What follows belongs to an exercise in optimizing a design on an open flow for small area, a short achievable clock period and few clock cycles per item; a production flow would make more cautious choices. Function was not checked in any run shown here: the RTL went through the layout flow alone. Power and IR drop assume default switching activity.

==> flow/design.v (outline; a module is shown in full before it is edited, if it fits) <==
// module gemm_mac: 1295 lines
// module gemm_array: 177 lines
module gemm_array
#(
  parameter C_DATA_WIDTH = 32,
  parameter C_DIM = 4,
  parameter C_NUM_PE = 4,
  parameter C_RAM_IN_DELAY = 1,
  parameter C_RAM_OUT_DELAY = 1,
  parameter C_MAC_DELAY = 1,
  parameter C_RAM_STYLE = 1
)
(
  input                       clock,
  input                       i_reset,
  input [C_DATA_WIDTH-1: 0]   Ain_data,
  input [C_DATA_WIDTH-1: 0]   Bin_data,
  input                       Ain_valid,
  input                       Bin_valid,
  output [C_DATA_WIDTH-1: 0]  Aout_data,
  output [C_DATA_WIDTH-1: 0]  Bout_data,
  output                      Aout_valid,
  output                      Bout_valid,
  input                       i_rd_output,
  output                      o_rd_output
);
  // ...
==> flow/run.sh <==
#!/bin/bash
# synth_recipe.tcl (not shown) runs the flow's synth.tcl, then flattens the netlist and writes it again
# the make line also repeats each setting of config.mk as NAME=value (left out here)
make -C /OpenROAD-flow-scripts/flow DESIGN_CONFIG=/design/flow/config.mk WORK_HOME=/design/flow/orfs CLKGATE_MAP_FILE= SYNTH_SCRIPT=/design/flow/synth_recipe.tcl finish
==> flow/config.mk <==
export PLATFORM = sky130hd
export DESIGN_NAME = gemm_array
export DESIGN_NICKNAME = gemm_array
export VERILOG_FILES = /design/flow/design.v
export SDC_FILE = /design/flow/constraint.sdc
export NUM_CORES = 4
export LEC_CHECK = 0
export ABC_CLOCK_PERIOD_IN_PS = 2000
export CAP_MARGIN = 20
export CORE_MARGIN = 2
export CORE_UTILIZATION = 50
export SETUP_SLACK_MARGIN = 5
export SLEW_MARGIN = 20
==> flow/constraint.sdc <==
create_clock -name core_clock -period 8.5 [get_ports {clock}]
set_input_delay 1.7000 -clock core_clock [delete_from_list [all_inputs] [get_ports {clock}]]
set_output_delay 1.7000 -clock core_clock [all_outputs]
set_load 0.01 [all_outputs]
==> out/metrics.cfg, run 1 <==
[status]
status=complete, no violations

[synth]
synthSimpleGateAreaFrac_pct=6.304
synth.area.mux_share_pct=0.8896
synthArstFlopShare_pct=0
synth-xor-area-share_pct=10.36
ys_ff_latch=1646
netlist_instances=8766
syn_nets=9784
synth.cell_area_um2=88460
synth_area_per_cell_um2=10.09

[drt]
viasPerCell=6.337
drt_iter0_drc=8737
top_layer=met5

[power_and_ir_drop]
powerClk_mw=8.34
power_mw=33.76
ir_worst_vdd_mv=0.2394
comb_power_share_pct=41.0
p_per_area_nw_per_um2=345.4

[sta]
fin_crit_sh_pct=41.98
finalSetupTns_ps=0
slew_headroom_pct=11.78
holdWs_ps=321.7
fin_ws_ps=4932

[setup_path]
worstSetupStartpoint=a_m1[5]
timing.rr.end=col[3].mac.cut[155]
path_cells=buf_4 -> a221oi_1 -> xor2_1 -> fa_1 -> inv_1 -> fa_1
rr_worst_depth=6

[cts]
cts_max_level=4
cts_root_buf=clkbuf_16
ctsResizeCount=110
cts_hold_buf=0

[cells_and_area]
sh_seq_area_pct=33.92
buf_share_pct=2.475
layout.area.seq_um2=33160
inverters_excl_clock=792
final_common_cell=dfxtp_1
clockBufferCount=251
multi_input_area_share_pct=51.07
syn2layout_area_growth_pct=10.48

[global_route]
grt_util_met2_pct=47.99
grt_usage_pct=33.59

[floorplanning]
nWellTaps=2340
die_w_um=424.6

[placed_design]
place_congestion=0.9380

==> run 2, diff against run 1 <==
==> flow/flow/run.sh (new file) <==
#!/bin/bash
set -euo pipefail
bash standard.sh SETUP_SLACK_MARGIN=6 finish > make_standard.log 2>&1
==> flow/standard.sh (new file) <==
#!/bin/bash
# synth_recipe.tcl (not shown) runs the flow's synth.tcl, then flattens the netlist and writes it again
# the make line also repeats each setting of config.mk as NAME=value (left out here)
make -C /OpenROAD-flow-scripts/flow DESIGN_CONFIG=/design/flow/config.mk WORK_HOME=/design/flow/orfs CLKGATE_MAP_FILE= SYNTH_SCRIPT=/design/flow/synth_recipe.tcl "${@:-finish}"
--- a/flow/config.mk
+++ b/flow/config.mk
@@ -8,6 +8,5 @@
 export ABC_CLOCK_PERIOD_IN_PS = 2000
 export CAP_MARGIN = 20
 export CORE_MARGIN = 2
-export CORE_UTILIZATION = 50
-export SETUP_SLACK_MARGIN = 5
+export CORE_UTILIZATION = 45
 export SLEW_MARGIN = 20
removed: flow/run.sh
==> out/metrics.cfg, run 2 <==
[floorplanning]
die_h_um=447.4  ; was 424.6 µm
coreArea_um2=195200  ; was 175,900 µm²
ioPinCount=136  ; unchanged
rows=162  ; was 154
dieArea_um2=200100  ; was 180,300 µm²
start_util_pct=45.32  ; was 50.29%
die_w_um=447.4  ; was 424.6 µm

[setup_path]
rr_worst_depth=11  ; was 6
crit_fanout=4  ; was 35
worst_r2r_startpoint=col[1].mac.sb[0]  ; was a_m1[5]
critPathSlowestCell=mux4_2  ; was dfxtp_2
timing.rr.end=r_out[26]  ; was col[3].mac.cut[155]
endpoint_kind=flip-flop  ; unchanged
critPathArrivalTime_ps=4050  ; was 4300 ps
required_ps=9210  ; was 9230 ps
cp-start-kind=flip-flop  ; unchanged
critical_path_class=flip-flop to flip-flop  ; unchanged
path_cells=ha_4 -> fa_2 -> a211oi_4 -> o21ai_2 -> a211o_1 -> o21ai_4 -> a21boi_4 -> a2111oi_4 -> o31ai_2 -> xor2_1 -> mux4_2  ; was buf_4 -> a221oi_1 -> xor2_1 -> fa_1 -> inv_1 -> fa_1
max_stage_delay_ps=480  ; was 1110 ps
r2r_setup_slack_ps=5160  ; was 4930 ps

[sta]
drv_slew=0  ; unchanged
slew_headroom_pct=25.67  ; was 11.78%
final-hold-violation-count=0  ; unchanged
fin_crit_ps=3341  ; was 3568 ps
rsz0062_at_grt=true  ; unchanged
finalSetupTns_ps=0  ; unchanged
final-setup-viol-count=0  ; unchanged
tightestPinTransition_ps=1114  ; was 1323 ps
holdWs_ps=320.8  ; was 321.7 ps
fmax_mhz=299.3  ; was 280.3 MHz
fin_crit_sh_pct=39.31  ; was 41.98%
skew_ps=54.08  ; was 28.47 ps

[cells_and_area]
fill_cells=16680  ; was 15,480
instances_no_fill=11570  ; was 10,930
final_util_pct=54.51  ; was 55.56%
nNetsFinal=9803  ; was 9,446
largest_reg_flops=646  ; unchanged
largest-register=col.mac.cut  ; unchanged
final_common_cell=dfxtp_1  ; unchanged
final_cell_mix=dfxtp_1, xnor2_1, inv_1, a22o_1, a221oi_1  ; unchanged
syn2layout_area_growth_pct=20.27  ; was 10.48%
drive_above_1_share_pct=18.18  ; was 7.748%

[min_path]
hold_start=col[0].mac.r2[9]  ; was col[0].mac.r2[2]
hold_end=col[0].mac.cut[30]  ; was col[0].mac.cut[5]
hold_depth=0  ; unchanged
holdCritPathClass=flip-flop to flip-flop  ; unchanged

[synth]
synth_top_area_cell=dfxtp_1  ; unchanged
syn_nets=9784  ; unchanged
synth.cell_area_um2=88460  ; unchanged
ys.flop_type=dfxtp_1  ; unchanged
yosysSeqAreaShare_pct=37.25  ; unchanged
synthArstFlopShare_pct=0  ; unchanged
synth_cell_type_count=84  ; unchanged
synth_area_per_cell_um2=10.09  ; unchanged
yosysTopAreaCellShare_pct=37.25  ; unchanged
synth_edf_count=0  ; unchanged
yosys.cell_count.top_type=dfxtp_1  ; unchanged
ys_ff_latch=1646  ; unchanged
synth_commonest_cells=dfxtp_1, xnor2_1, inv_1  ; unchanged
ys_warn_count=2  ; unchanged
yosys-top-cells-area=dfxtp_1, fa_1, xnor2_1  ; unchanged
netlist_instances=8766  ; unchanged

[cts]
clk_latency_ps=880  ; was 850 ps
cts_buffer_depth=3  ; unchanged
cts_hold_buf=0  ; unchanged
cts_root_buf=clkbuf_16  ; unchanged
cts_max_level=4  ; unchanged
cts_tree=yes  ; unchanged
cts_buffers=180  ; was 181
cts.sinks=1646  ; unchanged
clkTransAtPathRegs_ps=60  ; about the same

[drt]
routedWlPerCell_um=29.98  ; was 28.36 µm
first_pass_iters=9  ; unchanged
vias=72430  ; was 69,230
drc=0  ; unchanged
viasPerCell=6.262  ; was 6.337
routed_wirelength_um=346800  ; was 309,900 µm
drtAntennaViolNets=0  ; unchanged
drt_iter0_drc=10240  ; was 8,737

[global_route]
grt_max_degree=94  ; was 115
overflow=0  ; unchanged
antenna_found_initial=17  ; was 9
grt_usage_pct=33.32  ; was 33.59%
grt_pass1_wl_um=488000  ; was 451,000 µm
grt_pass1_vias=70690  ; was 67,990

[placed_design]
io_buffers=135  ; unchanged
place_congestion=0.9504  ; was 0.9380
placedCellCount=10840  ; was 10,560
dp_hpwl_um=210400  ; was 204,300 µm

[power_and_ir_drop]
p_per_area_nw_per_um2=349.4  ; was 345.4 nW/µm²
ir_worst_vdd_mv=0.2174  ; was 0.2394 mV
p_leak_nw=42.38  ; was 39.13 nW
power_mw=37.17  ; was 33.76 mW

[job]
max-cap-violations=0  ; unchanged

[status]
status=complete, no violations  ; unchanged

[run 2: worst max-delay path, delay by kind of cell, from the launching register on]
kind	cells	cell delay (ps)
flip-flops	1	330
AO/OA/AOI/OAI	7	1670
XOR/XNOR	1	190
multiplexers	1	480
adder cells (fa/ha/maj)	2	530
[run 2: power by group]
group / leakage (nW) / switching (mW) / total [mW] / internal, mW
Sequential: 13.9 / 1.31 / 11.5 / 10.2
Combinational: 25.5 / 9.90 / 17.4 / 7.48
Clock: 3.06 / 3.47 / 8.26 / 4.78
[run 2: layer usage]
| layer | share of wire (%) | GRT usage [%] | up-vias | wire length, µm |
|---|---|---|---|---|
| met5 | 0.15 | 0.9524 | - | 532 |
| met4 | 7.9 | 20.33 | 20 | 27310 |
| met3 | 14 | 12.46 | 1397 | 47040 |
| met2 | 40 | 46.65 | 5210 | 138300 |
| met1 | 39 | 43.22 | 35300 | 133600 |
| li1 | - | - | 30500 | - |
[run 2: how the worst max path moves through the flow]
stage                     startpoint         to  slack [ps]  cells past startpoint
floorplan           col[1].mac.sb[0]  r_out[26]        5490                     11
global placement    col[3].mac.sb[0]  r_out[26]        4860                     12
detailed placement  col[3].mac.sb[0]  r_out[26]        4830                     12
CTS                 col[1].mac.sb[0]  r_out[26]        5210                     11
global route        col[1].mac.sb[7]  r_out[26]        5020                     10
finish              col[1].mac.sb[0]  r_out[26]        5160                     11
[run 2: logic make-up after synthesis]
family,after synthesis,synth area share [%]
XOR/XNOR,1046,10.36
buffers and inverters,1584,6.724
AND/OR/NAND/NOR,1181,6.304
flip-flops,1646,37.25
multiplexers,47,0.8897
AO/OA/AOI/OAI,2313,20.17
adder cells (fa/ha/maj),949,18.31
[run 2: cell type report]
cell class | instances | area, µm² | area share [%]
clock inverter | 76 | 924.6 | 0.8690
inverter | 792 | 2977 | 2.798
sequential | 1646 | 33480 | 31.46
multi-input combinational | 5539 | 53230 | 50.03
timing repair buffer | 626 | 7201 | 6.768
clock buffer | 259 | 5295 | 4.977
tap | 2624 | 3283 | 3.086
antenna | 4 | 10.01 | 0.009408
[run 2: metrics by stage]
step	instance area, µm²	setup slack, ps
after global placement	91660	4864
after CTS	103100	5210
after global routing	106400	5022
final	106400	5159
after floorplan	89130	5489
after detailed placement	91660	4830
[run 2: timing repair]
action / 4_1_cts / 5_1_grt
resized for setup: 932 / 369
setup endpoints to repair: 768 / 446
pin swaps: 221 / 254
cloned: 9 / 11
setup buffers: 214 / 149
hold endpoints to repair: 0 / 0

==> afterwards: timing with drivers on the ports <==
No port has a modelled driver above. Below, the same layouts with a new extraction and two added sets of constraints. Step 1, drivers: a clkbuf_16 drives clock and a buf_2 each remaining input, both assumed. Step 2 adds t to the input delays and takes it off the output delays; t is the mean of the earliest and latest rising clock arrival at the registers after step 1. Input paths then give back, and output paths get back, about the clock's delay inside the block. Slacks: ideal / step 1 / step 2; pairs: ideal / step 1.
run	t, ns	setup slack, ns	hold slack, ns	clock arrival spread, ns	slew at the worst register clock pin (ns)
run 1	0.930	4.932 / 4.932 / 4.932	0.322 / 0.322 / 0.322	0.031 / 0.032	0.07 / 0.07
run 2	0.939	5.159 / 5.159 / 5.159	0.321 / 0.321 / 0.321	0.058 / 0.058	0.07 / 0.07
After both steps setup and hold are still met in every run listed.
